From an optimization exercise on the open Yosys and OpenROAD flow, aimed at small area and a short achievable clock period; shortcuts taken in it are not production practice. Power figures rest on the tool's default switching activity, not on a simulated workload.

## ula_top
module ula_top (
    input         clk,
    input  [31:0] in1,
    input  [31:0] in2,
    input  [4:0]  op,
    output [31:0] result,
    output        zero
);
export LEC_CHECK = 0
export CAP_MARGIN = 20
export CORE_MARGIN = 2
export CORE_UTILIZATION = 60
export CTS_BUF_LIST = sky130_fd_sc_hd__clkbuf_8
export SETUP_SLACK_MARGIN = 2.95
export SLEW_MARGIN = 20
create_clock -name core_clock -period 5.5 [get_ports {clk}]
standard.sh (not shown) runs the stock make flow with config.mk's settings and CLKGATE_MAP_FILE= SYNTH_SCRIPT=/design/flow/synth_recipe.tcl, a recipe that flattens the netlist after the stock synthesis.
==> flow/flow/run.sh <==
#!/bin/bash
# Own layout flow: the standard flow (standard.sh) with three changes:
#  - synthesis maps the logic with the ABC script in flow/abc.script
#    (registers are mapped by the standard steps, unchanged);
#  - synthesis leaves the adder's half adders to ABC instead of mapping
#    them to ha cells first (no ADDER_MAP_FILE);
#  - the port buffers are plain buf_1 cells.
# Each tool's output goes to a log file in this folder.
set -euo pipefail
HERE=$(pwd)
# synthesis script: the standard one, with ORFS's synth.tcl calling abc with our script
sed "s#log_cmd abc {\*}\$abc_args#set abc_args [lreplace \$abc_args 1 1 $HERE/flow/abc.script]\n  log_cmd abc {*}\$abc_args#" \
    "$FLOW_HOME/scripts/synth.tcl" > "$HERE/synth_own.tcl"
grep -q "flow/abc.script" "$HERE/synth_own.tcl"
sed "s#source \$::env(SCRIPTS_DIR)/synth.tcl#source $HERE/synth_own.tcl#" synth_recipe.tcl > synth_recipe_own.tcl
grep -q "synth_own.tcl" synth_recipe_own.tcl
export BUFFER_PORTS_ARGS="-buffer_cell sky130_fd_sc_hd__buf_1"
bash standard.sh SYNTH_SCRIPT="$HERE/synth_recipe_own.tcl" ADDER_MAP_FILE= finish > standard.log 2>&1
==> flow/flow/abc.script <==
&get -n
&st
&dch
&nf -p -R 100
&put
buffer -c
topo
stime -c
upsize -c
dnsize -c
Then changed:
--- a/flow/design.v
+++ b/flow/design.v
@@ -1,19 +1,19 @@
 module ula (
     input  [31:0] A,        
-    input  [31:0] B,        
+    input  [31:0] P,        
     input         Cin,      
+    input         Fill,     
     input  [1:0]  Sel,      
-    input         SetInv,   
+    input         SetInv,
     output [31:0] Result
 );
     wire [31:0] sum;
     wire        cout;
-    add32_hc u_add (.a(A), .b(B), .cin(Cin), .sum(sum), .cout(cout));
-    wire        Fill = SetInv & A[31];
-    wire [4:0]  sh = B[4:0];
+    add32p_hc u_add (.a(A), .p(P), .cin(Cin), .sum(sum), .cout(cout));
+    wire [4:0]  sh = P[4:0] ^ A[4:0];
     wire [31:0] r0 = sh[0] ? {{1{Fill}},  A[31:1]}  : A;
     wire [31:0] r1 = sh[1] ? {{2{Fill}},  r0[31:2]} : r0;
     wire [31:0] r2 = sh[2] ? {{4{Fill}},  r1[31:4]} : r1;
     wire [31:0] r3 = sh[3] ? {{8{Fill}},  r2[31:8]} : r2;
     wire [31:0] shr = sh[4] ? {{16{Fill}}, r3[31:16]} : r3;
     wire [31:0] shl;
@@ -29,16 +29,16 @@
     wire SelSet = (Sel == 2'd3);
     assign Result = ({32{SelSum}} & sum)
                   | ({32{SelShr}} & shr)
                   | ({32{SelShl}} & shl)
                   | {31'b0, SelSet & (cout ^ SetInv)};
 endmodule
-module add32_hc(input [31:0] a, input [31:0] b, input cin, output [31:0] sum, output cout);
+module add32p_hc(input [31:0] a, input [31:0] p, input cin, output [31:0] sum, output cout);
   wire [32:0] g0, p0;
-  assign g0 = {a & b, cin};
-  assign p0 = {a ^ b, 1'b0};
+  assign g0 = {a & ~p, cin};
+  assign p0 = {p, 1'b0};
   wire g1 = g0[1] | (p0[1] & g0[0]);
   wire p1 = p0[1] & p0[0];
   wire g2 = g0[3] | (p0[3] & g0[2]);
   wire p2 = p0[3] & p0[2];
   wire g3 = g0[5] | (p0[5] & g0[4]);
   wire p3 = p0[5] & p0[4];
@@ -281,30 +281,32 @@
             end else begin : g_lo
                 assign a_n[i] = l | r;
             end
         end
     endgenerate
     assign b_n = (in2 & {32{bkeep}}) ^ {32{binv}};
-    reg [31:0] a_q, b_q;
-    reg        cin_q, set_inv_q;
+    reg [31:0] a_q, p_q;
+    reg        cin_q, fill_q, set_inv_q;
     reg [1:0]  sel_q;
     reg [31:0] result_q;
     wire [31:0] alu_result;
     ula u_ula (
         .A(a_q),
-        .B(b_q),
+        .P(p_q),
         .Cin(cin_q),
+        .Fill(fill_q),
         .Sel(sel_q),
         .SetInv(set_inv_q),
         .Result(alu_result)
     );
     always @(posedge clk) begin
         a_q       <= a_n;
-        b_q       <= b_n;
+        p_q       <= a_n ^ b_n;
         cin_q     <= cin;
+        fill_q    <= sra & in1[31];
         sel_q     <= {sel_shl | sel_set, sel_shr | sel_set};
-        set_inv_q <= set_inv | sra;
+        set_inv_q <= set_inv;
         result_q  <= alu_result;
     end
     assign result = result_q;
     assign zero   = ~|result_q;
 endmodule
Effect: The new run ran to the end with no violations; power increases by 31%; sequential cell count increases by 1; count of clock-buffer cells in the layout stays the same; fmax decreases by 1.5%; cell area increases by 0.93%; synthesized area increases by 1.1%.
No run of this note included a check of the RTL's function; only the layout flow was run.

-- re-timing with driven ports --
The results above use ideal ports. As a check the final layouts listed here were re-extracted and re-timed, cells and wires unchanged.
Step 1: set_driving_cell puts a clkbuf_16 on clk and a buf_2 on each other input, an assumption about the parent block.
Step 2 moves the port delays by t, midway between the first and last clock arrival at a register: inputs arrive t later, outputs are due t later. That takes back most of the time a late clock gives input paths.
a / b / c = no drivers / after step 1 / after step 2; a / b = the first two.
run	shift t [ns]	setup slack, ns	hold WS [ns]	pins driven straight from the clock port
the first run	0.417	2.905 / 2.905 / 2.587	0.610 / 0.610 / 0.610	1
the second run	0.407	2.865 / 2.846 / 2.439	0.581 / 0.581 / 0.581	1
After both steps every run listed still meets setup and hold. The setup slack of the second run, which loses most, moves by -0.019 ns with the drivers and by -0.426 ns with both steps.
